Context: an optimization exercise on an open-source flow, tuned for small area. The choices shown serve that exercise and are no tape-out recipe.
Where RTL was checked, it was by simulation tests only, not by an equivalence proof against the original.
For runs 1 to 5, only the layout was checked, not whether the RTL still works.
The clock cells of run 7 come from the design's own scripts or RTL, not from TritonCTS.
No driver is modelled on the clock port, so clock power and skew are understated where the tree is cut down; a real chip needs a root buffer or a tree.
No activity file was given, so power comes from the tool's default toggle rates.

==> flow/design.v <==
module digital_lock #(
	parameter	width = 4,
	parameter	tick_cycles = 250
)(
	input				clock,
	input				reset,
	input		[3:0]	key,
	output	reg	[6:0]	HEX0,
	output	reg	[6:0]	HEX1,
	output	reg	[6:0]	HEX2,
	output	reg	[6:0]	HEX3,
	output	reg	[6:0]	HEX4,
	output	reg	[6:0]	HEX5,
	output	reg			LOCK_STATE,
	output	reg			UNLOCK_STATE,
	output	reg			ORIGIN_STATE,
	output	reg			SECOND_STATE,
	output	reg			THIRD_STATE
);
localparam	UNLOCKED		= 3'b000;
localparam	UNLOCKED_ERR	= 3'b001;
localparam	LOCKED			= 3'b010;
localparam	LOCKING			= 3'b011;
localparam	ORIGIN			= 3'b100;
localparam	UNLOCKING		= 3'b101;
localparam	SECOND			= 3'b110;
localparam	THIRD			= 3'b111;
localparam	TICK_START	= 8'h08;
localparam	TICK_END	= 8'ha0;
localparam	TH_START	= 3'b001;
localparam	C0 = 3'b110, C1 = 3'b100, C2 = 3'b000, C3 = 3'b001,
			C4 = 3'b010, C5 = 3'b101, C6 = 3'b011, C7 = 3'b111;
reg	[2:0]	state;
reg	[3:0]	key_last;
reg	[7:0]	counter;
reg	[2:0]	t_h;
reg	[2:0]	cnt_o, cnt_b;	 
reg	[7:0]	pw_o, pw_b;		 
reg			t_e;
reg	[3:0]	shown;			 
wire	[3:0]	press = key_last & ~key;
wire			any_press = |press;
wire	[1:0]	digit = {~press[0] & ~press[1], ~press[0] & (press[1] | press[2])};
wire			tick = ({counter[7:6], counter[4:0]} == {TICK_END[7:6], TICK_END[4:0]});
wire			in_o = (state == ORIGIN);
wire			in_b = (state == SECOND) | (state == THIRD);
wire			in_entry = in_o | in_b;
wire	[2:0]	cnt = in_o ? cnt_o : cnt_b;
wire			confirm = (cnt == C4) & press[1];
wire			timeout = ~t_h[1] & ~t_h[0];
wire			enter = ~confirm & ~timeout & any_press;	 
wire			show = ~timeout & ~any_press;				 
wire	[2:0]	cnt_next = {cnt[1:0], cnt[0] ? (cnt[2] | cnt[1]) : ~cnt[2]};
wire	[3:0]	wpos = {cnt == C3, cnt == C2, cnt == C1, cnt == C0};
wire	[3:0]	spos = {cnt == C4, cnt == C3, cnt == C2, cnt == C1};
wire	[7:0]	pw_shown = ORIGIN_STATE ? pw_o : pw_b;
wire			match = (pw_shown == pw_o);
integer k;
always @(posedge clock) begin
	key_last	<= key;
	if (!reset) begin
		cnt_o	<= C0;
		cnt_b	<= C0;
	end
	else if (confirm) begin
		if (in_o) cnt_o <= C0;
		if (in_b) cnt_b <= C0;
	end
	else if (enter) begin
		if (in_o) cnt_o <= cnt_next;
		if (in_b) cnt_b <= cnt_next;
	end
	for (k = 0; k < 4; k = k + 1)
		if (enter & wpos[k]) begin
			if (in_o) pw_o[2*k +: 2] <= digit;
			if (in_b) pw_b[2*k +: 2] <= digit;
		end
	if (!in_entry | confirm)
		t_h		<= TH_START;
	else if (tick)
		t_h		<= {t_h[1:0], t_h[2] ^ t_h[1]};
	if (!reset | tick)
		counter	<= TICK_START;
	else
		counter	<= {counter[6:0], counter[7] ^ counter[5] ^ counter[4] ^ counter[3]};
	if (!in_entry | confirm | (show & (cnt == C7)))
		shown	<= 4'b0000;
	else if (show)
		shown	<= shown | spos;
	LOCK_STATE		<= !reset | (state == LOCKED);
	UNLOCK_STATE	<= !reset | (state == UNLOCKED) | (state == UNLOCKED_ERR);
	ORIGIN_STATE	<= !reset | in_o;
	SECOND_STATE	<= !reset | (state == SECOND) | (state == LOCKING);
	THIRD_STATE		<= !reset | (state == THIRD) | (state == UNLOCKING);
	if (!reset) begin
		state	<= UNLOCKED;
		t_e		<= 1'b0;
	end
	else case (state)
		UNLOCKED, UNLOCKED_ERR: if (press[0])
			state	<= ORIGIN;
		LOCKED: if (press[3])
			state	<= THIRD;
		ORIGIN: if (confirm)
			state	<= SECOND;
		else if (timeout)
			state	<= UNLOCKED;
		SECOND: if (confirm)
			state	<= LOCKING;
		else if (timeout)
			state	<= UNLOCKED;
		THIRD: if (confirm)
			state	<= UNLOCKING;
		else if (timeout)
			state	<= LOCKED;
		LOCKING:
			state	<= match ? LOCKED : UNLOCKED_ERR;
		UNLOCKING: if (match)
			state	<= UNLOCKED;
		else begin
			state	<= LOCKED;
			t_e		<= 1'b1;
		end
	endcase
end
wire		msg_u = UNLOCK_STATE & (state == UNLOCKED);		 
wire		msg_ue = UNLOCK_STATE & (state == UNLOCKED_ERR);	 
wire		msg_l = LOCK_STATE & (state == LOCKED);			 
function [6:0] seg;
	input [1:0] d;
	seg = {~d[1] & ~d[0], ~(d[1] & ~d[0]), ~(~d[1] & d[0]), ~d[0], ~d[1] & d[0], 1'b0, ~d[0]};
endfunction
always @(*) begin
	if (msg_ue | (msg_l & t_e)) begin
		HEX5 = 7'b0000110;
		HEX4 = 7'b0101111;
		HEX3 = 7'b0101111;
		HEX2 = 7'b0100011;
		HEX1 = 7'b0101111;
		HEX0 = 7'b1111111;
	end
	else if (msg_u) begin
		HEX5 = 7'b1000001;
		HEX4 = 7'b0101011;
		HEX3 = 7'b1000111;
		HEX2 = 7'b0100011;
		HEX1 = 7'b0100111;
		HEX0 = 7'b0000101;
	end
	else if (msg_l) begin
		HEX5 = 7'b1000111;
		HEX4 = 7'b0100011;
		HEX3 = 7'b0100111;
		HEX2 = 7'b0000101;
		HEX1 = 7'b1111111;
		HEX0 = 7'b1111111;
	end
	else begin
		HEX5 = shown[0] ? seg(pw_shown[1:0]) : 7'b1111111;
		HEX4 = shown[1] ? seg(pw_shown[3:2]) : 7'b1111111;
		HEX3 = shown[2] ? seg(pw_shown[5:4]) : 7'b1111111;
		HEX2 = shown[3] ? seg(pw_shown[7:6]) : 7'b1111111;
		HEX1 = 7'b1111111;
		HEX0 = 7'b1111111;
	end
end
endmodule
==> flow/run.sh <==
#!/bin/bash
# synth_recipe.tcl (not shown) runs the flow's synth.tcl, then flattens the netlist and writes it again
# the make line also repeats each setting of config.mk as NAME=value (left out here)
make -C /OpenROAD-flow-scripts/flow DESIGN_CONFIG=/design/flow/config.mk WORK_HOME=/design/flow/orfs CLKGATE_MAP_FILE= SYNTH_SCRIPT=/design/flow/synth_recipe.tcl finish
==> flow/config.mk <==
export PLATFORM = sky130hd
export DESIGN_NAME = digital_lock
export DESIGN_NICKNAME = digital_lock
export VERILOG_FILES = /design/flow/design.v
export SDC_FILE = /design/flow/constraint.sdc
export NUM_CORES = 4
export LEC_CHECK = 0
export CAP_MARGIN = 20
export CORE_MARGIN = 2
export CORE_UTILIZATION = 40
export SLEW_MARGIN = 20
==> flow/constraint.sdc <==
create_clock -name core_clock -period 10.0 [get_ports {clock}]
set_input_delay 2.0000 -clock core_clock [delete_from_list [all_inputs] [get_ports {clock}]]
set_output_delay 2.0000 -clock core_clock [all_outputs]
set_load 0.01 [all_outputs]
==> results of run 1 <==
## power by group through the flow
stage | clock network, mW | logic (mW) | registers (mW)
final | 0.138 | 0.0708 | 0.222
after global routing | 0.151 | 0.0773 | 0.223
after CTS | 0.142 | 0.0712 | 0.222
after detailed placement | 0 | 0.0710 | 0.227
after global placement | 0 | 0.0711 | 0.227
after floorplan | 0 | 0.0479 | 0.223
## how the worst min path moves through the flow
stage                           from               endpoint  slack, ns  depth (start not counted)
2_1_floorplan  counter[2]$_SDFF_PP0_  counter[3]$_SDFF_PP1_       0.42                          1
3_5_place_dp   counter[1]$_SDFF_PP0_  counter[2]$_SDFF_PP0_       0.44                          1
4_1_cts        counter[1]$_SDFF_PP0_  counter[2]$_SDFF_PP0_       0.46                          1
5_1_grt        counter[1]$_SDFF_PP0_  counter[2]$_SDFF_PP0_       0.48                          1
6_report       counter[1]$_SDFF_PP0_  counter[2]$_SDFF_PP0_       0.46                          1
3_3_place_gp   counter[1]$_SDFF_PP0_  counter[2]$_SDFF_PP0_       0.44                          1
## area by class of cell
class,count,area share
flip-flops and latches,50,0.354
multi-input cells,228,0.440
well taps,80,0.0305
inverters,3,0.00343
clock inverters,1,0.00915
clock buffers,7,0.0233
repair buffers,46,0.140
## Yosys cell counts (2+ instances only)
cell type	count	share of area
and2_1	8	0.018
a21oi_1	22	0.040
a21o_1	4	0.011
dfxtp_1	34	0.25
nor3_1	8	0.015
o31ai_1	2	0.0055
mux2_4	2	0.011
edfxtp_1	16	0.18
a31oi_1	5	0.011
clkbuf_1	8	0.011
nor2b_1	11	0.025
xnor2_1	4	0.013
a21boi_0	3	0.0082
buf_4	12	0.033
o21ai_0	15	0.027
nand2b_1	5	0.011
nor4_1	8	0.018
inv_1	3	0.0041
xor2_1	9	0.029
buf_6	2	0.0082
or2_2	3	0.0068
nand4_1	2	0.0046
mux2i_1	17	0.062
nand3_1	10	0.018
nor2_1	22	0.030
o211ai_1	2	0.0055
nor3b_1	6	0.016
mux2_2	5	0.021
or4_4	2	0.0082
nand2_1	32	0.044
## cells by family after synthesis
group / synth area share
buf+inv: 0.0575
mux: 0.102
compound gates: 0.140
xor+xnor: 0.0415
flops: 0.423
other cells: 0.00137
simple gates: 0.234
## registers in the layout, indices dropped and copies added, names as in the netlist
register	count
key_last	4
LOCK_STATE	1
shown	4
t_e	1
counter	8
cnt_b	3
UNLOCK_STATE	1
state	3
cnt_o	3
pw_b	8
t_h	3
THIRD_STATE	1
ORIGIN_STATE	1
pw_o	8
SECOND_STATE	1
## metrics by stage
step	setup slack (ns)	instance area (sq um)	util	total power, mW	hold slack [ns]
6_report	5.34	3280	0.488	0.431	0.458
5_1_grt	5.07	3280	0.488	0.451	0.482
4_1_cts	5.30	3280	0.488	0.435	0.463
3_5_place_dp	5.67	3180	0.473	0.298	0.442
3_3_place_gp	5.66	3180	0.473	0.298	0.442
2_1_floorplan	6.35	2760	-	0.271	0.418
## layout by cell type, fill, tap and decap left out, types with 2 or more instances in the layout
cell             count
clkdlybuf4s50_1     46
dfxtp_1             34
nand2_1             32
a21oi_1             22
nor2_1              22
mux2i_1             17
edfxtp_1            16
o21ai_0             15
nor2b_1             11
nand3_1             10
xor2_1               9
nor3_1               8
and2_1               8
nor4_1               8
nor3b_1              6
conb_1               6
mux2_2               5
nand2b_1             5
a31oi_1              5
clkbuf_8             5
a21o_1               4
xnor2_1              4
or2_2                3
inv_1                3
a21boi_0             3
nand4_1              2
o31ai_1              2
mux2_4               2
o211ai_1             2
or4_4                2
clkbuf_1             2
## layer usage
| layer | part of all wire | wire, um | vias up | GRT usage |
|---|---|---|---|---|
| li1 | - | - | 1128 | - |
| met5 | 0 | 0 | - | 0 |
| met2 | 0.46 | 2900 | 76 | 0.282 |
| met1 | 0.47 | 2950 | 1032 | 0.229 |
| met4 | 0.022 | 140 | 0 | 0.0696 |
| met3 | 0.048 | 300 | 14 | 0.0343 |
## worst register-to-register path, stage by stage, from the launching register on
cell     delay [ns]
dfxtp_1        0.80
or3b_1         0.71
mux2i_1        0.57
nand3_1        0.18
nor4_1         0.40
==> metrics.csv, run 1 <==
metric,value,unit
crit_type,reg -> out,
detailed_place_hpwl,4.76,mm
power.combinational.fraction,0.164,
syn2layout_area_growth,19.7,%
cts_setup_buffers,0,
worstHoldPathType,reg -> reg,
timing.rr.start,state[2]$_SDFFE_PN0P_,
final_cells,415,
critPathCaptureType,output pin,
maxCapViolations,0,
setup_crit_start_kind,flip-flop,
clock-skew-final,0.0105,ns
syn_area_per_cell,9.17,sq um
max-vdd-ir-drop,0.0629,mV
num_vias,2250,
number_of_antenna_violations_at_the_first_check_in_global_routing,0,
die-width,86.8,um
first_global_vias,2041,
power_frac_clock,0.320,
worst_ep_arrival_time,2.66,ns
rrSetupSlack,6.99,ns
postSynth.topFlopCell,dfxtp_1,
synth_seq_area_share,0.423,
cts_repair_resize_count,0,
htree_levels,2,
io_buffer_count,46,
finalCritPeriodShare,0.466,
firstDrtPassIters,4,
final_max_slew_viol_count,0,
switchingPower,0.105,mW
rows,30,
timing.critical_path.required,8.00,ns
post_drt_via_cell_ratio,5.42,
clk_path_buf_depth,2,
detail-route-antenna-nets,0,
gpl.final_weighted_congestion,0.855,
power.density,131,nW/um^2
path_clk_slew,0.09,ns
n_fill_cell,640,
synth_enable_flop_cells,16,
insertedDiodeCount,0,
timing.setup.tns,0,ns
grt_first_pass_wirelength,10.3,mm
power.sequential.fraction,0.516,
multi_input_area,1440,sq um
grt_max_degree,26,
timing.critical_path.fanout_max,15,
grt_setup_unrepaired,false,
drc_errors,0,
worst-path-stages,6,
critPathTopFamily,flip-flops,
dieArea,7540,sq um
run_status,finished clean,
max-slew-margin-rel,0.482,
internal_power,0.325,mW
cts.sink_count,50,
crit_path_top_delay_cell,dfxtp_1,
final-hold-violation-count,0,
switching_share,0.245,
timing.final.setup_violations,0,
synthDistinctLibCells,47,
final_period_minus_worst_setup_slack,4.66,ns
synth.cell_area,2740,sq um
grt_usage,0.175,
path_cells,nor2b_1 > nand2_1 > a21oi_1 > nor2_1 > o21ai_0 > clkdlybuf4s50_1,
drive_above_1_share,0.0687,
regToRegEndpoint,pw_o[6]$_DFFE_PP_,
cts.root.buffer_cell,clkbuf_8,
place.detailed.instances,407,
postSynth.asyncResetShare,0,
power.static_leakage,1.19,nW
critPathCapture,HEX2[5],
nets,340,
core_region_area,6720,sq um
netlist_instances,299,
worst_pin_slew,0.774,ns
insertion_delay,0.30,ns
route.final.wire_length,6.29,mm
count_of_hold_fix_buffers_inserted_at_cts,0,
count_of_pins_on_the_block_boundary,53,
dieHeight,86.8,um
cts_made_buffers,5,
avgRoutedWirePerCell,15.1,um
register_area,1160,sq um
worst_setup_path_startpoint,state[0]$_SDFFE_PN0P_,
timing.critical_path.slowest_cell_delay,0.64,ns
ys.warnings.count,1,
initial_utilization,0.408,
ys_seq_elements,50,
worst_r2r_path_depth,4,
overflow,0,
tritoncts_clock_tree,done,
timing.fmax,215,MHz
path_buf_inv,1,
drt_iter0_markers,186,
==> inputs of run 2 (changes only) <==
==> flow/flow/run.sh (new file) <==
#!/bin/bash
# Standard layout, with the port buffers made of the smallest buffer and a
# clock tree without dummy loads.
cp standard.sh standard_sh_copy.log
export BUFFER_PORTS_ARGS="-buffer_cell sky130_fd_sc_hd__buf_1"
export CTS_ARGS="-sink_clustering_enable -repair_clock_nets -sink_clustering_size 64 -sink_clustering_max_diameter 500 -buf_list sky130_fd_sc_hd__clkbuf_8 -dont_use_dummy_load"
bash standard.sh > standard.log 2>&1
==> flow/standard.sh (new file) <==
#!/bin/bash
# synth_recipe.tcl (not shown) runs the flow's synth.tcl, then flattens the netlist and writes it again
# the make line also repeats each setting of config.mk as NAME=value (left out here)
make -C /OpenROAD-flow-scripts/flow DESIGN_CONFIG=/design/flow/config.mk WORK_HOME=/design/flow/orfs CLKGATE_MAP_FILE= SYNTH_SCRIPT=/design/flow/synth_recipe.tcl "${@:-finish}"
removed: flow/run.sh
==> run 2 against run 1 <==
Still clean; global-route usage decreased by 0.060 points; count of clock-buffer cells in the layout decreased by 2; clock power decreased by 25%; critical path type unchanged.
==> metrics.csv, run 2 <==
metric,value,unit,change
crit_path_top_delay_cell,dfxtp_1,,
detail-route-antenna-nets,0,,unchanged
synth.cell_area,2740,sq um,unchanged
max-vdd-ir-drop,0.0587,mV,-6.8%
nets,340,,unchanged
grt_first_pass_wirelength,10.3,mm,+0.33%
hold_ws,0.464,ns,+0.00591 ns
drive_above_1_share,0.0663,,-0.00239
reg.largest.list,"counter x8, pw_b x8, pw_o x8",,
postSynth.topFlopCell,dfxtp_1,,
timing.final.setup_violations,0,,unchanged
run_status,finished clean,,
synth_largest_type_area_fraction,0.248,,unchanged
fin_util,0.440,,-0.0484
post_drt_via_cell_ratio,5.44,,+0.28%
synth_enable_flop_cells,16,,unchanged
cts_setup_buffers,0,,unchanged
final_max_slew_viol_count,0,,unchanged
grt_usage,0.174,,-0.000598
worst_ep_arrival_time,2.40,ns,-0.26 ns
worst_hold_path.num_cells,1,,unchanged
syn_area_per_cell,9.17,sq um,unchanged
synth_seq_area_share,0.423,,unchanged
cts_made_buffers,5,,unchanged
worstHoldPathType,reg -> reg,,
insertion_delay,0.29,ns,about the same
io_buffer_count,46,,unchanged
netlist_instances,299,,unchanged
dieHeight,86.8,um,unchanged
cts.root.buffer_cell,clkbuf_8,,
firstDrtPassIters,5,,+1
worst-path-stages,6,,unchanged
max-slew-margin-rel,0.326,,-0.157
power.density,129,nW/um^2,-1.9%
power.static_leakage,1.04,nW,-12%
placed_cell_area,2890,sq um,-9.1%
route.final.wire_length,6.31,mm,+0.32%
ys.warnings.count,1,,unchanged
timing.setup.tns,0,ns,unchanged
grt_max_degree,26,,unchanged
synth_top_cells_by_area,"dfxtp_1 (25%), edfxtp_1 (18%), mux2i_1 (6.2%)",,
ys_seq_elements,50,,unchanged
synthDistinctLibCells,47,,unchanged
worst_r2r_path_depth,4,,unchanged
critPathCaptureType,output pin,,
final-hold-violation-count,0,,unchanged
tritoncts_clock_tree,done,,
largest_area_contributor_in_the_synthesized_netlist,dfxtp_1,,
dieArea,7540,sq um,unchanged
cts_repair_resize_count,0,,unchanged
detailed_place_hpwl,4.69,mm,-1.4%
rows,30,,unchanged
core_region_area,6720,sq um,unchanged
number_of_antenna_violations_at_the_first_check_in_global_routing,0,,unchanged
final_period_minus_worst_setup_slack,4.40,ns,-0.256 ns
clock-skew-final,0.00881,ns,-0.00166 ns
gpl.final_weighted_congestion,0.870,,+1.8%
setup_crit_start_kind,flip-flop,,
syn2layout_area_growth,7.80,%,
finalCritPeriodShare,0.440,,-0.0256
count_of_hold_fix_buffers_inserted_at_cts,0,,unchanged
die-width,86.8,um,unchanged
initial_utilization,0.408,,unchanged
num_vias,2240,,-0.44%
drt_iter0_markers,196,,+5.4%
grt_setup_unrepaired,false,,
rrSetupSlack,6.88,ns,-0.11 ns
path_cells,nor2b_1 > nand2_1 > a21oi_1 > nor2_1 > o21ai_0 > buf_1,,
most_common_library_cell_in_the_layout_ignoring_fill_and_taps,buf_1,,
worst_pin_slew,1.01,ns,+0.237 ns
path_buf_inv,1,,unchanged
timing.critical_path.slowest_cell_delay,0.69,ns,+0.05 ns
path_clk_slew,0.08,ns,about the same
overflow,0,,unchanged
maxCapViolations,0,,unchanged
synth_common_cells,"dfxtp_1 (34), nand2_1 (32), a21oi_1 (22), nor2_1 (22), mux2i_1 (17)",,
cts.sink_count,50,,unchanged
n_fill_cell,661,,+3.3%
crit_type,reg -> out,,
synth_most_common_cell,dfxtp_1,,
count_of_pins_on_the_block_boundary,53,,unchanged
avgRoutedWirePerCell,15.3,um,+1.0%
timing.critical_path.required,8.00,ns,about the same
critPathTopFamily,flip-flops,,
stdcell_area,2960,sq um,-9.9%
timing.critical_path.fanout_max,15,,unchanged
postSynth.asyncResetShare,0,,unchanged
htree_levels,2,,unchanged
layout_common_cells,"buf_1 (46), dfxtp_1 (34), nand2_1 (32)",,
clk_path_buf_depth,2,,unchanged
first_global_vias,2076,,+1.7%
drc_errors,0,,unchanged
insertedDiodeCount,0,,unchanged
timing.fmax,227,MHz,+5.8%
-- run 2: cell counts after synthesis --
Identical to the previous run, type by type.
-- run 2: power breakdown --
| group | switching, mW | internal (mW) |
|---|---|---|
| clock | 0.0582 | 0.0452 |
| combinational | 0.0346 | 0.0203 |
| sequential | 0.00723 | 0.215 |
| total | 0.100 | 0.281 |
-- run 2: kinds of logic (layout without fill, tap and decap cells) --
logic type,Yosys count,in the layout,synth area share
other,1,6,0.00137
xor gates and xnor gates,13,13,0.0415
muxes,25,25,0.102
and+or+nand+nor,123,123,0.234
DFF,50,50,0.423
AOI/OAI and AO/OA,61,61,0.140
buffers and inverters,26,54,0.0575
-- run 2: through the flow --
step,worst slack (ns),cells,total power [mW]
after global routing,5.45,412,0.401
after CTS,5.65,412,0.383
final,5.60,412,0.381
after floorplan,6.35,304,0.271
after global placement,6.02,407,0.282
after detailed placement,5.98,407,0.281
-- run 2: final timing paths --
kind                         start               endpoint
min          counter[2]$_SDFF_PP0_  counter[3]$_SDFF_PP1_
max reg2reg  state[2]$_SDFFE_PN0P_      pw_o[5]$_DFFE_PP_
max          state[0]$_SDFFE_PN0P_                HEX2[5]
min reg2reg  counter[2]$_SDFF_PP0_  counter[3]$_SDFF_PP1_
-- run 2: final cells by class --
cell class	count	area, sq um	share of cell area
Clock buffer	5	68.8	0.0233
Timing Repair Buffer	46	173	0.0584
Multi-Input combinational cell	228	1440	0.488
Sequential cell	50	1160	0.393
Tap cell	80	100	0.0339
Inverter	3	11.3	0.00381
-- run 2: layer usage --
layer  GRT usage  up-vias  share of wire
met5           0        -              0
met4      0.0682        0          0.018
met3      0.0371        9          0.053
met2       0.271       81           0.44
met1       0.236     1020           0.48
li1            -     1130              -
-- run 2: worst register-to-register path, cell delays in order (launching register included) --
cell and delay [ns]:
dfxtp_1 0.84, or3b_1 0.70, mux2i_1 0.57, nand2_1 0.17, nor4_1 0.46
==> inputs of run 3 (changes only) <==
==> flow/flow/run.sh (replaced) <==
#!/bin/bash
# Standard layout, with the port buffers made of the smallest buffer and a
# clock tree without dummy loads.
cp standard.sh standard_sh_copy.log
export BUFFER_PORTS_ARGS="-buffer_cell sky130_fd_sc_hd__buf_1"
export CTS_ARGS="-sink_clustering_enable -repair_clock_nets -sink_clustering_size 64 -sink_clustering_max_diameter 500 -buf_list sky130_fd_sc_hd__clkbuf_16 -dont_use_dummy_load"
bash standard.sh > standard.log 2>&1
==> run 3 against run 2 <==
Clock skew is 0.0017 ns lower; fmax is 1.4% higher; die area stayed put; critical path depth stayed put; count of clock-buffer cells in the layout stayed put; core utilization is 0.84 points higher; power is 12% higher; sequential power hardly changed; synthesized cell count stayed put; first-iteration DRC count is 16% higher; critical path type unchanged; critical endpoint unchanged; largest cell class unchanged.
==> metrics.csv, run 3 <==
metric,value,unit,change
clk_path_buf_depth,2,,unchanged
layout_common_cells,"buf_1 (46), dfxtp_1 (34), nand2_1 (32)",,
timing.critical_path.required,8.00,ns,about the same
nets,340,,unchanged
count_of_pins_on_the_block_boundary,53,,unchanged
ys.warnings.count,1,,unchanged
io_buffer_count,46,,unchanged
avgRoutedWirePerCell,15.0,um,-1.9%
cts_setup_buffers,0,,unchanged
worst_ep_arrival_time,2.34,ns,-0.06 ns
rows,30,,unchanged
insertedDiodeCount,0,,unchanged
postSynth.asyncResetShare,0,,unchanged
timing.critical_path.fanout_max,15,,unchanged
crit_type,reg -> out,,
grt_first_pass_wirelength,10.3,mm,+0.27%
maxCapViolations,0,,unchanged
drive_above_1_share,0.0663,,unchanged
cts_made_buffers,5,,unchanged
max-vdd-ir-drop,0.0734,mV,+25%
synth_largest_type_area_fraction,0.248,,unchanged
max-slew-margin-rel,0.347,,+0.0214
timing.setup.tns,0,ns,unchanged
tritoncts_clock_tree,done,,
run_status,finished clean,,
power.combinational.fraction,0.128,,-0.016
overflow,0,,unchanged
synth_common_cells,"dfxtp_1 (34), nand2_1 (32), a21oi_1 (22), nor2_1 (22), mux2i_1 (17)",,
first_global_vias,2058,,-0.87%
initial_utilization,0.408,,unchanged
timing.final.setup_violations,0,,unchanged
hold_ws,0.457,ns,-0.00662 ns
synth_top_cells_by_area,"dfxtp_1 (25%), edfxtp_1 (18%), mux2i_1 (6.2%)",,
insertion_delay,0.28,ns,about the same
number_of_antenna_violations_at_the_first_check_in_global_routing,0,,unchanged
most_common_library_cell_in_the_layout_ignoring_fill_and_taps,buf_1,,
dieArea,7540,sq um,unchanged
switchingPower,0.104,mW,+3.4%
drc_errors,0,,unchanged
post_drt_via_cell_ratio,5.50,,+1.2%
reg.largest.list,"counter x8, pw_b x8, pw_o x8",,
grt_max_degree,26,,unchanged
dieHeight,86.8,um,unchanged
core_region_area,6720,sq um,unchanged
worstHoldPathType,reg -> reg,,
ys_seq_elements,50,,unchanged
final-hold-violation-count,0,,unchanged
finalCritPeriodShare,0.434,,-0.00601
postSynth.topFlopCell,dfxtp_1,,
clock-skew-final,0.00707,ns,-0.00174 ns
gpl.final_weighted_congestion,0.870,,unchanged
synth.cell_area,2740,sq um,unchanged
synthDistinctLibCells,47,,unchanged
worst_pin_slew,0.979,ns,-0.0321 ns
path_clk_slew,0.06,ns,-0.02 ns
internal_power,0.324,mW,+15%
cts.sink_count,50,,unchanged
synth_enable_flop_cells,16,,unchanged
setup_crit_start_kind,flip-flop,,
cts_repair_resize_count,0,,unchanged
power.sequential.fraction,0.520,,-0.064
grt_usage,0.173,,-0.000798
final_max_slew_viol_count,0,,unchanged
power.density,142,nW/um^2,+10%
detail-route-antenna-nets,0,,unchanged
die-width,86.8,um,unchanged
htree_levels,2,,unchanged
switching_share,0.242,,-0.0208
detailed_place_hpwl,4.69,mm,unchanged
final_period_minus_worst_setup_slack,4.34,ns,-0.0601 ns
syn2layout_area_growth,9.85,%,
power_frac_clock,0.352,,+0.080
syn_area_per_cell,9.17,sq um,unchanged
cts.root.buffer_cell,clkbuf_16,,
count_of_hold_fix_buffers_inserted_at_cts,0,,unchanged
critPathCaptureType,output pin,,
netlist_instances,299,,unchanged
drt_iter0_markers,228,,+16%
synth_seq_area_share,0.423,,unchanged
route.final.wire_length,6.19,mm,-1.9%
num_vias,2268,,+1.3%
largest_area_contributor_in_the_synthesized_netlist,dfxtp_1,,
firstDrtPassIters,4,,-1
synth_most_common_cell,dfxtp_1,,
grt_setup_unrepaired,false,,
power.static_leakage,1.07,nW,+2.5%
timing.fmax,230,MHz,+1.4%
## run 3: path summary, 6_finish.rpt
kind	startpoint	endpoint	slack, ns	cells past startpoint
max	state[0]$_SDFFE_PN0P_	HEX2[5]	5.66	6
min	counter[0]$_SDFF_PP0_	counter[1]$_SDFF_PP0_	0.46	1
max reg2reg	state[2]$_SDFFE_PN0P_	pw_o[5]$_DFFE_PP_	6.94	4
min reg2reg	counter[0]$_SDFF_PP0_	counter[1]$_SDFF_PP0_	0.46	1
## run 3: power by group through the flow
stage               clock network (mW)  registers (mW)  logic, mW
detailed placement                   0           0.227     0.0546
CTS                              0.153           0.222     0.0550
finish                           0.150           0.223     0.0547
floorplan                            0           0.223     0.0479
global route                     0.163           0.224     0.0612
global placement                     0           0.227     0.0551
## run 3: cell families after synthesis
| kind of cell | after synthesis | synth area share |
|---|---|---|
| simple gates | 123 | 0.234 |
| flops | 50 | 0.423 |
| xor+xnor | 13 | 0.0415 |
| compound gates | 61 | 0.140 |
| mux | 25 | 0.102 |
| buf+inv | 26 | 0.0575 |
| other cells | 1 | 0.00137 |
## run 3: metal layers
layer / share of wire / vias to the layer above / GRT usage
li1: - / 1127 / -
met1: 0.45 / 1038 / 0.242
met2: 0.46 / 93 / 0.273
met3: 0.070 / 10 / 0.0286
met4: 0.018 / 0 / 0.0582
met5: 0 / - / 0
## run 3: worst max-delay path, stage by stage (launching register included)
cell	delay (ns)
dfxtp_1	0.65
nor2b_1	0.38
nand2_1	0.12
a21oi_1	0.40
nor2_1	0.19
o21ai_0	0.15
buf_1	0.18
## run 3: area by class of cell
class                   count  area, sq um
multi-input cells         228         1440
clock buffers               5          125
flip-flops and latches     50         1160
repair buffers             46          173
inverters                   3         11.3
well taps                  80          100
fillers                   650         3710
## run 3: stage by stage
stage	power [mW]	cells	worst slack (ns)	instance area, sq um	util
global placement	0.282	407	6.02	2890	0.430
detailed placement	0.281	407	5.98	2890	0.430
finish	0.428	412	5.66	3010	0.448
floorplan	0.271	304	6.35	2760	-
CTS	0.430	412	5.67	3010	0.448
global route	0.448	412	5.48	3010	0.448
==> inputs of run 4 (changes only) <==
==> flow/flow/run.sh (replaced) <==
#!/bin/bash
# Standard layout, with the port buffers made of the smallest buffer and a
# clock tree without dummy loads.
cp standard.sh standard_sh_copy.log
export BUFFER_PORTS_ARGS="-buffer_cell sky130_fd_sc_hd__buf_1"
export CTS_ARGS="-sink_clustering_enable -repair_clock_nets -sink_clustering_size 64 -sink_clustering_max_diameter 500 -buf_list {sky130_fd_sc_hd__clkbuf_2 sky130_fd_sc_hd__clkbuf_4 sky130_fd_sc_hd__clkbuf_8} -dont_use_dummy_load"
bash standard.sh > standard.log 2>&1
==> run 4 against run 3 <==
Register-to-register slack worse by 0.06 ns; clock skew up 0.0017 ns; first-iteration DRC count down 14%; power down 11%.
==> metrics.csv, run 4 <==
metric,value,unit,change
maxCapViolations,0,,unchanged
layout_common_cells,"buf_1 (46), dfxtp_1 (34), nand2_1 (32)",,
switching_share,0.263,,+0.0208
ys.warnings.count,1,,unchanged
rows,30,,unchanged
ys_seq_elements,50,,unchanged
postSynth.asyncResetShare,0,,unchanged
first_global_vias,2076,,+0.87%
internal_power,0.281,mW,-13%
worstHoldPathType,reg -> reg,,
route.final.wire_length,6.31,mm,+1.9%
nets,340,,unchanged
initial_utilization,0.408,,unchanged
num_vias,2240,,-1.2%
drt_iter0_markers,196,,-14%
power.combinational.fraction,0.144,,+0.016
timing.critical_path.slowest_cell_delay,0.69,ns,+0.04 ns
cts.root.buffer_cell,clkbuf_8,,
synthDistinctLibCells,47,,unchanged
power.static_leakage,1.04,nW,-2.4%
final_period_minus_worst_setup_slack,4.40,ns,+0.0601 ns
hold_ws,0.464,ns,+0.00662 ns
post_drt_via_cell_ratio,5.44,,-1.2%
count_of_hold_fix_buffers_inserted_at_cts,0,,unchanged
synth_enable_flop_cells,16,,unchanged
gpl.final_weighted_congestion,0.870,,unchanged
postSynth.topFlopCell,dfxtp_1,,
worst_pin_slew,1.01,ns,+0.0321 ns
synth_seq_area_share,0.423,,unchanged
place.detailed.instances,407,,unchanged
syn_area_per_cell,9.17,sq um,unchanged
drc_errors,0,,unchanged
rrSetupSlack,6.88,ns,-0.06 ns
path_clk_slew,0.08,ns,+0.02 ns
count_of_pins_on_the_block_boundary,53,,unchanged
grt_first_pass_wirelength,10.3,mm,-0.27%
timing.critical_path.fanout_max,15,,unchanged
detailed_place_hpwl,4.69,mm,unchanged
finalCritPeriodShare,0.440,,+0.00601
number_of_antenna_violations_at_the_first_check_in_global_routing,0,,unchanged
post-route-worst-setup-slack,5.60,ns,-0.0601 ns
path_cells,nor2b_1 > nand2_1 > a21oi_1 > nor2_1 > o21ai_0 > buf_1,,
clock-skew-final,0.00881,ns,+0.00174 ns
n_fill_cell,661,,+1.7%
fin_util,0.440,,-0.00838
core_region_area,6720,sq um,unchanged
worst_ep_arrival_time,2.40,ns,+0.06 ns
htree_levels,2,,unchanged
p_total,0.381,mW,-11%
dieHeight,86.8,um,unchanged
insertion_delay,0.29,ns,about the same
crit_path_top_delay_cell,dfxtp_1,,
synth_common_cells,"dfxtp_1 (34), nand2_1 (32), a21oi_1 (22), nor2_1 (22), mux2i_1 (17)",,
timing.fmax,227,MHz,-1.4%
drive_above_1_share,0.0663,,unchanged
clk_path_buf_depth,2,,unchanged
synth_largest_type_area_fraction,0.248,,unchanged
detail-route-antenna-nets,0,,unchanged
grt_max_degree,26,,unchanged
reg.largest.list,"counter x8, pw_b x8, pw_o x8",,
power_frac_clock,0.272,,-0.080
pre_cts_slack,5.98,ns,unchanged
stdcell_area,2960,sq um,-1.9%
largest_area_contributor_in_the_synthesized_netlist,dfxtp_1,,
max-slew-margin-rel,0.326,,-0.0214
switchingPower,0.100,mW,-3.3%
insertedDiodeCount,0,,unchanged
cts_made_buffers,5,,unchanged
io_buffer_count,46,,unchanged
power.density,129,nW/um^2,-9.3%
timing.critical_path.required,8.00,ns,about the same
tritoncts_clock_tree,done,,
die-width,86.8,um,unchanged
crit_type,reg -> out,,
setup_crit_start_kind,flip-flop,,
firstDrtPassIters,5,,+1
final_max_slew_viol_count,0,,unchanged
grt_usage,0.174,,+0.000798
avgRoutedWirePerCell,15.3,um,+1.9%
cts_setup_buffers,0,,unchanged
placed_cell_area,2890,sq um,unchanged
timing.setup.tns,0,ns,unchanged
most_common_library_cell_in_the_layout_ignoring_fill_and_taps,buf_1,,
max-vdd-ir-drop,0.0587,mV,-20%
final_cells,412,,unchanged
netlist_instances,299,,unchanged
grt_setup_unrepaired,false,,
cts_repair_resize_count,0,,unchanged
cts.sink_count,50,,unchanged
syn2layout_area_growth,7.80,%,
run_status,finished clean,,
final-hold-violation-count,0,,unchanged
dieArea,7540,sq um,unchanged
overflow,0,,unchanged
timing.final.setup_violations,0,,unchanged
synth_most_common_cell,dfxtp_1,,
critPathCaptureType,output pin,,
synth_top_cells_by_area,"dfxtp_1 (25%), edfxtp_1 (18%), mux2i_1 (6.2%)",,
power.sequential.fraction,0.584,,+0.064
synth.cell_area,2740,sq um,unchanged
==> run 4: power by group through the flow <==
stage                     combinational [mW]  sequential (mW)  clock [mW]
after floorplan                       0.0479            0.223           0
after global placement                0.0551            0.227           0
after detailed placement              0.0546            0.227           0
after CTS                             0.0549            0.222       0.106
after global routing                  0.0611            0.224       0.116
final                                 0.0549            0.222       0.103
==> run 4: per-layer routing <==
layer / GRT usage / vias to the layer above / part of all wire
li1: - / 1130 / -
met1: 0.236 / 1020 / 0.48
met2: 0.271 / 81 / 0.44
met3: 0.0371 / 9 / 0.053
met4: 0.0682 / 0 / 0.018
met5: 0 / - / 0
==> run 4: cells by family after synthesis <==
logic type                synth area share
buffers and inverters               0.0575
and+or+nand+nor                      0.234
other                              0.00137
xor gates and xnor gates            0.0415
DFF                                  0.423
muxes                                0.102
AOI/OAI and AO/OA                    0.140
==> run 4: final timing paths <==
kind	from	endpoint	depth (start not counted)
worst max-delay path	state[0]$_SDFFE_PN0P_	HEX2[5]	6
worst min-delay path	counter[2]$_SDFF_PP0_	counter[3]$_SDFF_PP1_	1
worst max register to register	state[2]$_SDFFE_PN0P_	pw_o[5]$_DFFE_PP_	4
worst min register to register	counter[2]$_SDFF_PP0_	counter[3]$_SDFF_PP1_	1
==> run 4: final cells by class <==
cell class,count,area (sq um),share of cell area
clock buffer,5,68.8,0.0233
inverter,3,11.3,0.00381
multi-input combinational,228,1440,0.488
sequential,50,1160,0.393
tap,80,100,0.0339
timing repair buffer,46,173,0.0584
==> run 4: critical path, delay by kind of cell (launching register included) <==
family / cells / cell delay [ns]
simple gates: 3 / 0.69
compound gates: 2 / 0.55
flops: 1 / 0.69
buf+inv: 1 / 0.18
==> inputs of run 5 (changes only) <==
--- a/flow/design.v
+++ b/flow/design.v
@@ -19,12 +19,12 @@
 );
 localparam	UNLOCKED		= 3'b000;
 localparam	UNLOCKED_ERR	= 3'b001;
-localparam	LOCKED			= 3'b010;
+localparam	SECOND			= 3'b010;
 localparam	LOCKING			= 3'b011;
+localparam	THIRD			= 3'b110;
+localparam	UNLOCKING		= 3'b111;
 localparam	ORIGIN			= 3'b100;
-localparam	UNLOCKING		= 3'b101;
-localparam	SECOND			= 3'b110;
-localparam	THIRD			= 3'b111;
+localparam	LOCKED			= 3'b101;
 localparam	TICK_START	= 8'h08;
 localparam	TICK_END	= 8'ha0;
 localparam	TH_START	= 3'b001;
@@ -43,7 +43,7 @@
 wire	[1:0]	digit = {~press[0] & ~press[1], ~press[0] & (press[1] | press[2])};
 wire			tick = ({counter[7:6], counter[4:0]} == {TICK_END[7:6], TICK_END[4:0]});
 wire			in_o = (state == ORIGIN);
-wire			in_b = (state == SECOND) | (state == THIRD);
+wire			in_b = state[1] & ~state[0];
 wire			in_entry = in_o | in_b;
 wire	[2:0]	cnt = in_o ? cnt_o : cnt_b;
 wire			confirm = (cnt == C4) & press[1];
@@ -88,10 +88,10 @@
 	else if (show)
 		shown	<= shown | spos;
 	LOCK_STATE		<= !reset | (state == LOCKED);
-	UNLOCK_STATE	<= !reset | (state == UNLOCKED) | (state == UNLOCKED_ERR);
+	UNLOCK_STATE	<= !reset | (state[2:1] == 2'b00);
 	ORIGIN_STATE	<= !reset | in_o;
-	SECOND_STATE	<= !reset | (state == SECOND) | (state == LOCKING);
-	THIRD_STATE		<= !reset | (state == THIRD) | (state == UNLOCKING);
+	SECOND_STATE	<= !reset | (state[2:1] == 2'b01);
+	THIRD_STATE		<= !reset | (state[2:1] == 2'b11);
 	if (!reset) begin
 		state	<= UNLOCKED;
 		t_e		<= 1'b0;
==> flow/flow/run.sh (replaced) <==
#!/bin/bash
# Standard layout, with the port buffers made of the smallest buffer and a
# clock tree without dummy loads.
cp standard.sh standard_sh_copy.log
export BUFFER_PORTS_ARGS="-buffer_cell sky130_fd_sc_hd__buf_1"
export CTS_ARGS="-sink_clustering_enable -repair_clock_nets -sink_clustering_size 64 -sink_clustering_max_diameter 500 -buf_list sky130_fd_sc_hd__clkbuf_8 -dont_use_dummy_load"
bash standard.sh > standard.log 2>&1
==> run 5 against run 4 <==
Still clean; core utilization grew 0.77 points; clock power about the same; synthesized area decreased by 1.5%; critical path type unchanged; critical endpoint is now HEX3[2].
==> metrics.csv, run 5 <==
metric,value,unit,change
gpl.final_weighted_congestion,0.888,,+2.0%
critPathCaptureType,output pin,,
insertion_delay,0.29,ns,about the same
max-slew-margin-rel,0.335,,+0.00948
avgRoutedWirePerCell,14.5,um,-5.4%
timing.fmax,245,MHz,+7.7%
finalCritPeriodShare,0.409,,-0.0315
post_drt_via_cell_ratio,5.34,,-1.7%
timing.final.setup_violations,0,,unchanged
timing.critical_path.fanout_max,14,,-1
cts_repair_resize_count,0,,unchanged
worst_ep_arrival_time,2.09,ns,-0.31 ns
ys_seq_elements,50,,unchanged
rows,29,,-3.3%
postSynth.topFlopCell,dfxtp_1,,
synth_enable_flop_cells,16,,unchanged
grt_usage,0.159,,-0.0156
reg.largest.list,"counter x8, pw_b x8, pw_o x8",,
drc_errors,0,,unchanged
clock-skew-final,0.0106,ns,+0.00181 ns
fin_util,0.448,,+0.00766
core_region_area,6460,sq um,-3.9%
number_of_antenna_violations_at_the_first_check_in_global_routing,0,,unchanged
n_fill_cell,639,,-3.3%
cts.sink_count,50,,unchanged
drt_iter0_markers,151,,-23%
grt_first_pass_wirelength,9.38,mm,-9.0%
count_of_pins_on_the_block_boundary,53,,unchanged
timing.critical_path.required,8.00,ns,about the same
most_common_library_cell_in_the_layout_ignoring_fill_and_taps,buf_1,,
tritoncts_clock_tree,done,,
dieHeight,86.2,um,-0.70%
synth_common_cells,"dfxtp_1 (34), nand2_1 (30), nor2_1 (22), a21oi_1 (18), edfxtp_1 (16)",,
synth.cell_area,2700,sq um,-1.5%
final_max_slew_viol_count,0,,unchanged
timing.rr.start,state[2]$_SDFFE_PN0P_,,
synth_seq_area_share,0.430,,+0.00627
grt_setup_unrepaired,false,,
max-vdd-ir-drop,0.0478,mV,-19%
cts.root.buffer_cell,clkbuf_8,,
setup_crit_start_kind,flip-flop,,
htree_levels,2,,unchanged
largest_area_contributor_in_the_synthesized_netlist,dfxtp_1,,
hold_path.startpoint,counter[1]$_SDFF_PP0_,,
cts_setup_buffers,0,,unchanged
syn_area_per_cell,9.42,sq um,+2.7%
synth_largest_type_area_fraction,0.252,,+0.00368
worstHoldPathType,reg -> reg,,
maxCapViolations,0,,unchanged
place.detailed.instances,390,,-4.2%
worst_r2r_path_depth,4,,unchanged
ys.warnings.count,1,,unchanged
power.static_leakage,1.02,nW,-2.4%
worst_pin_slew,0.997,ns,-0.0142 ns
postSynth.asyncResetShare,0,,unchanged
worst_setup_path_startpoint,state[1]$_SDFFE_PN0P_,,
route.final.wire_length,5.72,mm,-9.3%
path_clk_slew,0.08,ns,about the same
detailed_place_hpwl,4.43,mm,-5.5%
first_global_vias,1925,,-7.3%
timing.setup.tns,0,ns,unchanged
netlist_instances,287,,-4.0%
final_cells,395,,-4.1%
detail-route-antenna-nets,0,,unchanged
syn2layout_area_growth,6.99,%,
drive_above_1_share,0.0755,,+0.00921
power.density,130,nW/um^2,+0.75%
initial_utilization,0.418,,+0.0102
firstDrtPassIters,4,,-1
clk_path_buf_depth,2,,unchanged
crit_type,reg -> out,,
count_of_hold_fix_buffers_inserted_at_cts,0,,unchanged
io_buffer_count,46,,unchanged
die-width,86.2,um,-0.70%
overflow,0,,unchanged
final_period_minus_worst_setup_slack,4.09,ns,-0.315 ns
run_status,finished clean,,
nets,326,,-4.1%
num_vias,2110,,-5.8%
layout_common_cells,"buf_1 (46), dfxtp_1 (34), nand2_1 (30)",,
insertedDiodeCount,0,,unchanged
worst_hold_path.num_cells,1,,unchanged
dieArea,7430,sq um,-1.4%
synthDistinctLibCells,59,,+26%
cts_made_buffers,5,,unchanged
grt_max_degree,27,,+3.8%
final-hold-violation-count,0,,unchanged
synth_most_common_cell,dfxtp_1,,
synth_top_cells_by_area,"dfxtp_1 (25%), edfxtp_1 (18%), mux2i_1 (4.8%)",,
[run 5: final cells by class]
class | count | area (sq um) | area share
multi-input cells | 214 | 1380 | 0.478
flip-flops and latches | 50 | 1160 | 0.402
inverters | 3 | 11.3 | 0.00389
repair buffers | 46 | 173 | 0.0597
well taps | 77 | 96.3 | 0.0333
clock buffers | 5 | 68.8 | 0.0238
[run 5: logic make-up (layout without fill, tap and decap cells)]
family	count (synthesis)	count (layout)	synth area share
simple gates	120	120	0.238
other cells	1	6	0.00139
compound gates	57	57	0.149
flops	50	50	0.430
buf+inv	28	54	0.0662
mux	19	19	0.0768
xor+xnor	12	12	0.0389
[run 5: stage by stage]
step / area (sq um) / setup WS, ns / total power [mW] / hold WS [ns]
3_5_place_dp: 2820 / 5.99 / 0.280 / 0.442
4_1_cts: 2890 / 5.90 / 0.380 / 0.463
5_1_grt: 2890 / 5.71 / 0.395 / 0.475
6_report: 2890 / 5.91 / 0.375 / 0.456
2_1_floorplan: 2720 / 6.58 / 0.270 / 0.418
3_3_place_gp: 2820 / 6.05 / 0.280 / 0.439
[run 5: final timing paths]
path,slack (ns),to
min reg2reg,0.46,counter[2]$_SDFF_PP0_
min,0.46,counter[2]$_SDFF_PP0_
max reg2reg,6.85,pw_b[5]$_DFFE_PP_
max,5.91,HEX3[2]
[run 5: routing by layer]
metal,track usage,wire (um),vias to the layer above
met5,0,0,-
met4,0.0597,90,0
met3,0.0324,254,9
met2,0.256,2590,59
met1,0.210,2790,960
li1,-,-,1082
[run 5: report_power, final]
part / internal (mW) / switching (mW)
Clock: 0.0451 / 0.0548
Sequential: 0.215 / 0.00623
Combinational: 0.0193 / 0.0344
[run 5: critical path, cell delays in order, from the launching register on]
cell and delay [ns]:
dfxtp_1 0.62, nor2b_1 0.18, and3_1 0.28, nor2_2 0.27
nand2_1 0.10, or2_1 0.23, buf_1 0.12
==> inputs of run 6 (changes only) <==
--- a/flow/design.v
+++ b/flow/design.v
@@ -123,45 +123,25 @@
 		end
 	endcase
 end
-wire		msg_u = UNLOCK_STATE & (state == UNLOCKED);		 
-wire		msg_ue = UNLOCK_STATE & (state == UNLOCKED_ERR);	 
-wire		msg_l = LOCK_STATE & (state == LOCKED);			 
-function [6:0] seg;
-	input [1:0] d;
-	seg = {~d[1] & ~d[0], ~(d[1] & ~d[0]), ~(~d[1] & d[0]), ~d[0], ~d[1] & d[0], 1'b0, ~d[0]};
+wire		m_u = UNLOCK_STATE & ~state[2] & ~state[0];	 
+wire		m_lck = LOCK_STATE & state[0];					 
+wire		m_e = (UNLOCK_STATE & state[0]) | (m_lck & t_e);	 
+wire		m_l = m_lck & ~t_e;								 
+function [6:0] lit;
+	input [1:0] x;
+	lit = {x[1] | x[0], x[1] & ~x[0], ~x[1] & x[0], x[0], x[1] | ~x[0], 1'b1, x[0]};
 endfunction
+wire	[6:0]	l5 = {7{shown[0]}} & lit(pw_shown[1:0]);
+wire	[6:0]	l4 = {7{shown[1]}} & lit(pw_shown[3:2]);
+wire	[6:0]	l3 = {7{shown[2]}} & lit(pw_shown[5:4]);
+wire	[6:0]	l2 = {7{shown[3]}} & lit(pw_shown[7:6]);
+wire			m_any = m_e | m_u | m_l;
 always @(*) begin
-	if (msg_ue | (msg_l & t_e)) begin
-		HEX5 = 7'b0000110;
-		HEX4 = 7'b0101111;
-		HEX3 = 7'b0101111;
-		HEX2 = 7'b0100011;
-		HEX1 = 7'b0101111;
-		HEX0 = 7'b1111111;
-	end
-	else if (msg_u) begin
-		HEX5 = 7'b1000001;
-		HEX4 = 7'b0101011;
-		HEX3 = 7'b1000111;
-		HEX2 = 7'b0100011;
-		HEX1 = 7'b0100111;
-		HEX0 = 7'b0000101;
-	end
-	else if (msg_l) begin
-		HEX5 = 7'b1000111;
-		HEX4 = 7'b0100011;
-		HEX3 = 7'b0100111;
-		HEX2 = 7'b0000101;
-		HEX1 = 7'b1111111;
-		HEX0 = 7'b1111111;
-	end
-	else begin
-		HEX5 = shown[0] ? seg(pw_shown[1:0]) : 7'b1111111;
-		HEX4 = shown[1] ? seg(pw_shown[3:2]) : 7'b1111111;
-		HEX3 = shown[2] ? seg(pw_shown[5:4]) : 7'b1111111;
-		HEX2 = shown[3] ? seg(pw_shown[7:6]) : 7'b1111111;
-		HEX1 = 7'b1111111;
-		HEX0 = 7'b1111111;
-	end
+	HEX5 = ~(l5 | {m_e, m_any, m_any, m_any, m_u, m_u, m_e});
+	HEX4 = ~(l4 | {m_any, 1'b0, m_any, m_l, m_u | m_l, 1'b0, 1'b0});
+	HEX3 = ~(l3 | {m_e | m_l, m_u, m_any, m_u | m_l, 1'b0, 1'b0, 1'b0});
+	HEX2 = ~(l2 | {m_any, m_l, m_any, m_any, m_e | m_u, m_l, 1'b0});
+	HEX1 = ~{m_e | m_u, 1'b0, m_e | m_u, m_u, 3'b000};
+	HEX0 = ~{m_u, m_u, m_u, m_u, 1'b0, m_u, 1'b0};
 end
 endmodule
==> flow/flow/run.sh (replaced) <==
#!/bin/bash
# Standard layout (the standard.sh on ORFS), with two changes:
#  - the port buffers are the smallest buffer (sky130_fd_sc_hd__buf_1);
#  - clock tree synthesis uses sky130_fd_sc_hd__clkbuf_8 only and inserts
#    no dummy loads.
# The tools' output goes to standard.log; ORFS keeps its per-step logs
# under orfs/logs.
set -uo pipefail
export BUFFER_PORTS_ARGS="-buffer_cell sky130_fd_sc_hd__buf_1"
export CTS_ARGS="-sink_clustering_enable -repair_clock_nets -sink_clustering_size 64 -sink_clustering_max_diameter 500 -buf_list sky130_fd_sc_hd__clkbuf_8 -dont_use_dummy_load"
bash standard.sh > standard.log 2>&1
==> run 6 against run 5 <==
Still clean; sequential share of layout area is 0.85 points higher; cell count is 0.25% higher; fmax is 2.9% higher; combinational power decreased by 13%; core utilization down 0.18 points; via count shrank 4.3%; critical path depth decreased by 1; clock skew increased by 0.012 ns.
==> metrics.csv, run 6 <==
metric,value,unit,change
grt_usage,0.158,,-0.000785
cts_repair_resize_count,0,,unchanged
rows,29,,unchanged
number_of_antenna_violations_at_the_first_check_in_global_routing,0,,unchanged
multi_input_area,1290,sq um,-6.5%
timing.critical_path.required,8.00,ns,about the same
largest_area_contributor_in_the_synthesized_netlist,dfxtp_1,,
worst_pin_slew,1.10,ns,+0.0985 ns
nets,327,,+0.31%
htree_levels,2,,unchanged
cts.root.buffer_cell,clkbuf_8,,
drt_iter0_markers,114,,-25%
worst_setup_path_startpoint,ORIGIN_STATE$_DFF_P_,,
run_status,finished clean,,
timing.rr.start,state[2]$_SDFFE_PN0P_,,
tritoncts_clock_tree,done,,
finalCritPeriodShare,0.397,,-0.0113
timing.final.setup_violations,0,,unchanged
synth_common_cells,"nor2_1 (40), dfxtp_1 (34), nand2_1 (22), a21oi_1 (20), mux2i_1 (17)",,
firstDrtPassIters,4,,unchanged
grt_first_pass_wirelength,9.05,mm,-3.5%
count_of_hold_fix_buffers_inserted_at_cts,0,,unchanged
synthDistinctLibCells,50,,-15%
most_common_library_cell_in_the_layout_ignoring_fill_and_taps,buf_1,,
gpl.final_weighted_congestion,0.831,,-6.4%
avgRoutedWirePerCell,13.6,um,-6.3%
crit_type,reg -> out,,
timing.critical_path.fanout_max,14,,unchanged
ys_seq_elements,50,,unchanged
max-vdd-ir-drop,0.0788,mV,+65%
setup_crit_start_kind,flip-flop,,
netlist_instances,283,,-1.4%
drive_above_1_share,0.0564,,-0.0190
dieArea,7210,sq um,-3.0%
dieHeight,84.9,um,-1.5%
grt_setup_unrepaired,false,,
path_clk_slew,0.09,ns,about the same
first_global_vias,1896,,-1.5%
overflow,0,,unchanged
final_max_slew_viol_count,0,,unchanged
layout_common_cells,"buf_1 (46), nor2_1 (40), dfxtp_1 (34)",,
n_fill_cell,615,,-3.8%
num_vias,2019,,-4.3%
worstHoldPathType,reg -> reg,,
critPathCaptureType,output pin,,
synth_top_cells_by_area,"dfxtp_1 (26%), edfxtp_1 (18%), mux2i_1 (6.5%)",,
worst_ep_arrival_time,1.97,ns,-0.12 ns
register_area,1160,sq um,unchanged
count_of_pins_on_the_block_boundary,53,,unchanged
power.density,130,nW/um^2,+0.39%
final-hold-violation-count,0,,unchanged
insertedDiodeCount,0,,unchanged
timing.setup.tns,0,ns,unchanged
hold_path.startpoint,counter[2]$_SDFF_PP0_,,
postSynth.topFlopCell,dfxtp_1,,
cts_setup_buffers,0,,unchanged
synth.cell_area,2620,sq um,-3.1%
die-width,84.9,um,-1.5%
syn_area_per_cell,9.25,sq um,-1.8%
cts.sink_count,50,,unchanged
initial_utilization,0.412,,-0.00623
clock-skew-final,0.0231,ns,+0.0125 ns
clk_path_buf_depth,2,,unchanged
max-slew-margin-rel,0.270,,-0.0657
synth_enable_flop_cells,16,,unchanged
synth_most_common_cell,nor2_1,,
synth_largest_type_area_fraction,0.260,,+0.00819
insertion_delay,0.30,ns,about the same
route.final.wire_length,5.37,mm,-6.1%
final_cells,396,,+0.25%
core_region_area,6350,sq um,-1.7%
timing.fmax,252,MHz,+2.9%
ys.warnings.count,1,,unchanged
final_period_minus_worst_setup_slack,3.97,ns,-0.113 ns
power.static_leakage,1.02,nW,about the same
syn2layout_area_growth,8.17,%,
synth_seq_area_share,0.444,,+0.0140
grt_max_degree,27,,unchanged
io_buffer_count,46,,unchanged
postSynth.asyncResetShare,0,,unchanged
post_drt_via_cell_ratio,5.10,,-4.6%
place.detailed.instances,391,,+0.26%
drc_errors,0,,unchanged
cts_made_buffers,5,,unchanged
detailed_place_hpwl,4.25,mm,-4.1%
maxCapViolations,0,,unchanged
detail-route-antenna-nets,0,,unchanged
reg.largest.list,"counter x8, pw_b x8, pw_o x8",,
-- run 6: changes by cell type in the layout (fill, tap and decap cells not counted), sizes merged, moves of 5 or more --
cell   change
nor2      +17
nor3       -5
nand2      -8
inv        +8
nand3      -6
-- run 6: stage by stage --
step	area, sq um	worst slack [ns]	power (mW)	hold WS (ns)	utilization
global placement	2760	6.43	0.272	0.440	0.435
floorplan	2640	6.47	0.263	0.418	-
CTS	2830	6.03	0.373	0.465	0.446
global route	2830	5.86	0.386	0.488	0.446
detailed placement	2760	6.37	0.272	0.439	0.435
finish	2830	6.03	0.369	0.461	0.446
-- run 6: final cells by class --
type,count,area share
Multi-Input combinational cell,207,0.456
Sequential cell,50,0.410
Inverter,11,0.0146
Clock buffer,5,0.0243
Tap cell,77,0.0340
Timing Repair Buffer,46,0.0610
-- run 6: cells by family (layout without fill, tap and decap cells) --
logic type                after synthesis  in the layout  share of synthesized area
muxes                                  23             23                     0.0908
buffers and inverters                  31             62                     0.0703
xor gates and xnor gates               12             12                     0.0402
other                                   1              6                    0.00143
and+or+nand+nor                       115            115                      0.230
AOI/OAI and AO/OA                      51             51                      0.123
DFF                                    50             50                      0.444
-- run 6: power by group --
group          total, mW  switching (mW)  internal (mW)
registers          0.220         0.00527          0.215
logic             0.0465          0.0288         0.0177
clock network      0.102          0.0570         0.0451
-- run 6: worst max-delay path, cell delays in order, from the launching register on --
cell      delay, ns
dfxtp_1        0.69
mux2i_1        0.33
inv_1          0.07
a21oi_1        0.21
a21boi_0       0.20
buf_1          0.17
-- run 6: layer usage --
layer | share of wire | GRT usage | vias up
li1 | - | - | 1040
met1 | 0.48 | 0.207 | 908
met2 | 0.46 | 0.261 | 63
met3 | 0.050 | 0.0321 | 8
met4 | 0.014 | 0.0519 | 0
met5 | 0 | 0 | -
-- run 6: final timing paths --
path | to | slack (ns) | cells past startpoint
worst max-delay path | HEX5[6] | 6.03 | 5
worst min-delay path | counter[3]$_SDFF_PP1_ | 0.46 | 1
worst max register to register | pw_b[7]$_DFFE_PP_ | 7.30 | 4
worst min register to register | counter[3]$_SDFF_PP1_ | 0.46 | 1
==> inputs of run 7 (changes only) <==
==> flow/flow/run.sh (replaced) <==
#!/bin/bash
# Standard layout (the standard.sh on ORFS), with two changes:
#  - the port buffers are the smallest buffer (sky130_fd_sc_hd__buf_1);
#  - the clock tree is a few sky130_fd_sc_hd__clkbuf_8, each at the centre
#    of a cluster of registers it drives, all driven by the clock port
#    (flow/cts_pre.tcl builds it before the CTS step and turns
#    clock_tree_synthesis into a no-op); the rest of the CTS step (timing
#    repair, legalisation) runs as usual.
# The tools' output goes to standard.log; ORFS keeps its per-step logs
# under orfs/logs.
set -uo pipefail
export BUFFER_PORTS_ARGS="-buffer_cell sky130_fd_sc_hd__buf_1"
export PRE_CTS_TCL="$PWD/flow/cts_pre.tcl"
bash standard.sh > standard.log 2>&1
==> flow/flow/cts_pre.tcl (new file) <==
# Clock tree: the registers are split into NCLUSTERS groups by position
# (k-means); a clock buffer at the centre of each group drives it, and the
# clock port drives the buffers.
set nclusters 3
set block [ord::get_db_block]
set clk_net [$block findNet clock]
set master [[ord::get_db] findMaster sky130_fd_sc_hd__clkbuf_8]
set sinks {}
foreach iterm [$clk_net getITerms] {
  set inst [$iterm getInst]
  set box [$inst getBBox]
  set x [expr { ([$box xMin] + [$box xMax]) / 2.0 }]
  set y [expr { ([$box yMin] + [$box yMax]) / 2.0 }]
  lappend sinks [list $iterm $x $y]
}
set n [llength $sinks]
# k-means, seeded with sinks spread along the sorted order of x + y
set sorted [lsort -real -index 1 [lmap s $sinks { list $s [expr { [lindex $s 1] + [lindex $s 2] }] }]]
set centres {}
for { set c 0 } { $c < $nclusters } { incr c } {
  set s [lindex [lindex $sorted [expr { int(($c + 0.5) * $n / $nclusters) }]] 0]
  lappend centres [list [lindex $s 1] [lindex $s 2]]
}
for { set iter 0 } { $iter < 50 } { incr iter } {
  set assign {}
  foreach s $sinks {
    set best 0
    set bestd 1e30
    for { set c 0 } { $c < $nclusters } { incr c } {
      lassign [lindex $centres $c] cx cy
      set d [expr { abs([lindex $s 1] - $cx) + abs([lindex $s 2] - $cy) }]
      if { $d < $bestd } { set bestd $d; set best $c }
    }
    lappend assign $best
  }
  set new {}
  for { set c 0 } { $c < $nclusters } { incr c } {
    set sx 0.0; set sy 0.0; set k 0
    foreach s $sinks a $assign {
      if { $a == $c } { set sx [expr { $sx + [lindex $s 1] }]; set sy [expr { $sy + [lindex $s 2] }]; incr k }
    }
    if { $k > 0 } { lappend new [list [expr { $sx / $k }] [expr { $sy / $k }]] } else { lappend new [lindex $centres $c] }
  }
  set centres $new
}
for { set c 0 } { $c < $nclusters } { incr c } {
  set buf [odb::dbInst_create $block $master clkbuf_leaf_$c]
  set net [odb::dbNet_create $block clknet_leaf_$c]
  $net setSigType CLOCK
  set k 0
  foreach s $sinks a $assign {
    if { $a == $c } {
      set iterm [lindex $s 0]
      $iterm disconnect
      $iterm connect $net
      incr k
    }
  }
  [$buf findITerm A] connect $clk_net
  [$buf findITerm X] connect $net
  lassign [lindex $centres $c] cx cy
  $buf setLocation [expr { round($cx) }] [expr { round($cy) }]
  $buf setPlacementStatus PLACED
  puts "cts_pre: clkbuf_leaf_$c drives $k registers from ([expr { round($cx) }], [expr { round($cy) }])"
}
proc clock_tree_synthesis { args } {
  puts "cts_pre: clock_tree_synthesis skipped"
}
==> run 7 against run 6 <==
Sequential power is essentially flat; cell count shrank 0.51%; via count shrank 0.84%; critical path type unchanged; highest routed layer unchanged.
==> metrics.csv, run 7 <==
metric,value,unit,change
insertedDiodeCount,0,,unchanged
most_common_library_cell_in_the_layout_ignoring_fill_and_taps,buf_1,,
postSynth.asyncResetShare,0,,unchanged
num_vias,2002,,-0.84%
syn_area_per_cell,9.25,sq um,unchanged
setup_crit_start_kind,flip-flop,,
final_max_slew_viol_count,0,,unchanged
grt_first_pass_wirelength,9.00,mm,-0.53%
insertion_delay,0.16,ns,-0.14 ns
core_region_area,6350,sq um,unchanged
n_fill_cell,617,,+0.33%
path_buf_inv,2,,unchanged
count_of_pins_on_the_block_boundary,53,,unchanged
timing.setup.tns,0,ns,unchanged
synthDistinctLibCells,50,,unchanged
max-vdd-ir-drop,0.108,mV,+37%
first_global_vias,1877,,-1.0%
syn2layout_area_growth,7.12,%,
run_status,finished clean,,
initial_utilization,0.412,,unchanged
io_buffer_count,46,,unchanged
synth_common_cells,"nor2_1 (40), dfxtp_1 (34), nand2_1 (22), a21oi_1 (20), mux2i_1 (17)",,
final-hold-violation-count,0,,unchanged
crit_type,reg -> out,,
post_drt_via_cell_ratio,5.08,,-0.34%
cts_repair_resize_count,0,,unchanged
ys_seq_elements,50,,unchanged
postSynth.topFlopCell,dfxtp_1,,
worst_pin_slew,1.05,ns,-0.0481 ns
post-route-worst-setup-slack,6.17,ns,+0.149 ns
synth.cell_area,2620,sq um,unchanged
synth_most_common_cell,nor2_1,,
firstDrtPassIters,4,,unchanged
final_period_minus_worst_setup_slack,3.83,ns,-0.149 ns
grt_setup_unrepaired,false,,
timing.fmax,261,MHz,+3.9%
worst_ep_arrival_time,1.83,ns,-0.14 ns
dieHeight,84.9,um,unchanged
timing.critical_path.fanout_max,14,,unchanged
maxCapViolations,0,,unchanged
largest_area_contributor_in_the_synthesized_netlist,dfxtp_1,,
synth_seq_area_share,0.444,,unchanged
netlist_instances,283,,unchanged
rows,29,,unchanged
cts_setup_buffers,0,,unchanged
critPathCaptureType,output pin,,
grt_max_degree,27,,unchanged
count_of_hold_fix_buffers_inserted_at_cts,0,,unchanged
finalCritPeriodShare,0.383,,-0.0149
route.final.wire_length,5.31,mm,-1.2%
timing.critical_path.slowest_cell_delay,0.69,ns,about the same
drc_errors,0,,unchanged
reg.largest.list,"counter x8, pw_b x8, pw_o x8",,
critPathTopFamily,flip-flops,,
detailed_place_hpwl,4.25,mm,unchanged
power.density,122,nW/um^2,-6.3%
timing.final.setup_violations,0,,unchanged
drt_iter0_markers,101,,-11%
nets,325,,-0.61%
ys.warnings.count,1,,unchanged
place.detailed.instances,391,,unchanged
avgRoutedWirePerCell,13.5,um,-0.65%
synth_largest_type_area_fraction,0.260,,unchanged
synth_top_cells_by_area,"dfxtp_1 (26%), edfxtp_1 (18%), mux2i_1 (6.5%)",,
layout_common_cells,"buf_1 (46), nor2_1 (40), dfxtp_1 (34)",,
final_cells,394,,-0.51%
crit_path_top_delay_cell,dfxtp_1,,
worstHoldPathType,reg -> reg,,
path_cells,mux2i_1 > inv_1 > a21oi_1 > a21boi_0 > buf_1,,
clock-skew-final,0.0199,ns,-0.00314 ns
max-slew-margin-rel,0.302,,+0.0321
grt_usage,0.148,,-0.00942
detail-route-antenna-nets,0,,unchanged
timing.critical_path.required,8.00,ns,about the same
synth_enable_flop_cells,16,,unchanged
pre_cts_slack,6.37,ns,unchanged
number_of_antenna_violations_at_the_first_check_in_global_routing,0,,unchanged
overflow,0,,unchanged
dieArea,7210,sq um,unchanged
path_clk_slew,0.11,ns,+0.02 ns
gpl.final_weighted_congestion,0.831,,unchanged
die-width,84.9,um,unchanged
drive_above_1_share,0.0505,,-0.00595
power.static_leakage,1.00,nW,-1.4%
[run 7: metrics by stage]
stage          area [sq um]  total power, mW  hold slack [ns]  utilization
4_1_cts                2800            0.329            0.447        0.442
3_5_place_dp           2760            0.272            0.439        0.435
2_1_floorplan          2640            0.263            0.418            -
5_1_grt                2800            0.357            0.494        0.442
3_3_place_gp           2760            0.272            0.440        0.435
6_report               2800            0.342            0.469        0.442
[run 7: final timing paths]
kind,start,to,slack [ns],cells after the start
max,ORIGIN_STATE$_DFF_P_,HEX5[6],6.17,5
min,counter[0]$_SDFF_PP0_,counter[1]$_SDFF_PP0_,0.47,1
max reg2reg,state[2]$_SDFFE_PN0P_,pw_b[7]$_DFFE_PP_,7.33,4
min reg2reg,counter[0]$_SDFF_PP0_,counter[1]$_SDFF_PP0_,0.47,1
[run 7: worst reg2reg max path, cell delays in order (launching register included)]
cell,delay [ns]
dfxtp_1,0.62
nor3b_4,0.65
mux2i_1,0.64
o21ai_1,0.24
nor2_1,0.25
[run 7: where the power goes]
group          internal (mW)  leakage [nW]  switching (mW)
Sequential             0.215         0.424         0.00525
Combinational         0.0177         0.558          0.0286
Clock                 0.0278        0.0216          0.0480
Total                  0.260          1.00          0.0818
[run 7: kinds of logic (layout without fill, tap and decap cells)]
family                 Yosys count  after routing  share of synthesized area
other                            1              6                    0.00143
multiplexers                    23             23                     0.0908
AND/OR/NAND/NOR                115            115                      0.230
AO/OA/AOI/OAI                   51             51                      0.123
flip-flops                      50             50                      0.444
XOR/XNOR                        12             12                     0.0402
buffers and inverters           31             60                     0.0703
[run 7: layout make-up]
type	count	area (sq um)	share of cell area
well taps	77	96.3	0.0344
flip-flops and latches	50	1160	0.414
plain buffers	3	41.3	0.0147
inverters	11	41.3	0.0147
multi-input cells	207	1290	0.461
repair buffers	46	173	0.0616
[run 7: layer usage]
| layer | share of wire | routed length, um | track usage |
|---|---|---|---|
| met5 | 0 | 0 | 0 |
| met4 | 0.015 | 78 | 0.0231 |
| met3 | 0.044 | 235 | 0.00778 |
| met2 | 0.46 | 2420 | 0.259 |
| met1 | 0.49 | 2580 | 0.209 |

==> separate check: timing with driven ports <==
The results above use ideal ports. As a check the final layouts listed here were re-extracted and re-timed, cells and wires unchanged.
Step 1, drivers: a clkbuf_16 drives clock and a buf_2 each remaining input, both assumed.
Step 2 adds t to the input delays and takes it off the output delays; t is the mean of the earliest and latest rising clock arrival at the registers after step 1. Input paths then give back, and output paths get back, about the clock's delay inside the block.
Three values: ideal ports, drivers, drivers and shift; two values: the first two.
| run | t (ns) | setup WS [ns] | pins driven straight from the clock port |
|---|---|---|---|
| run 1 | 0.328 | 5.340 / 5.311 / 5.638 | 1 |
| run 2 | 0.320 | 5.596 / 5.567 / 5.887 | 1 |
| run 3 | 0.311 | 5.657 / 5.624 / 5.935 | 1 |
| run 4 | 0.320 | 5.596 / 5.567 / 5.887 | 1 |
| run 5 | 0.315 | 5.912 / 5.883 / 5.994 | 1 |
| run 6 | 0.321 | 6.025 / 5.998 / 6.318 | 1 |
| run 7 | 0.204 | 6.174 / 6.123 / 6.327 | 3 |
After both steps setup and hold are still met in every run listed.
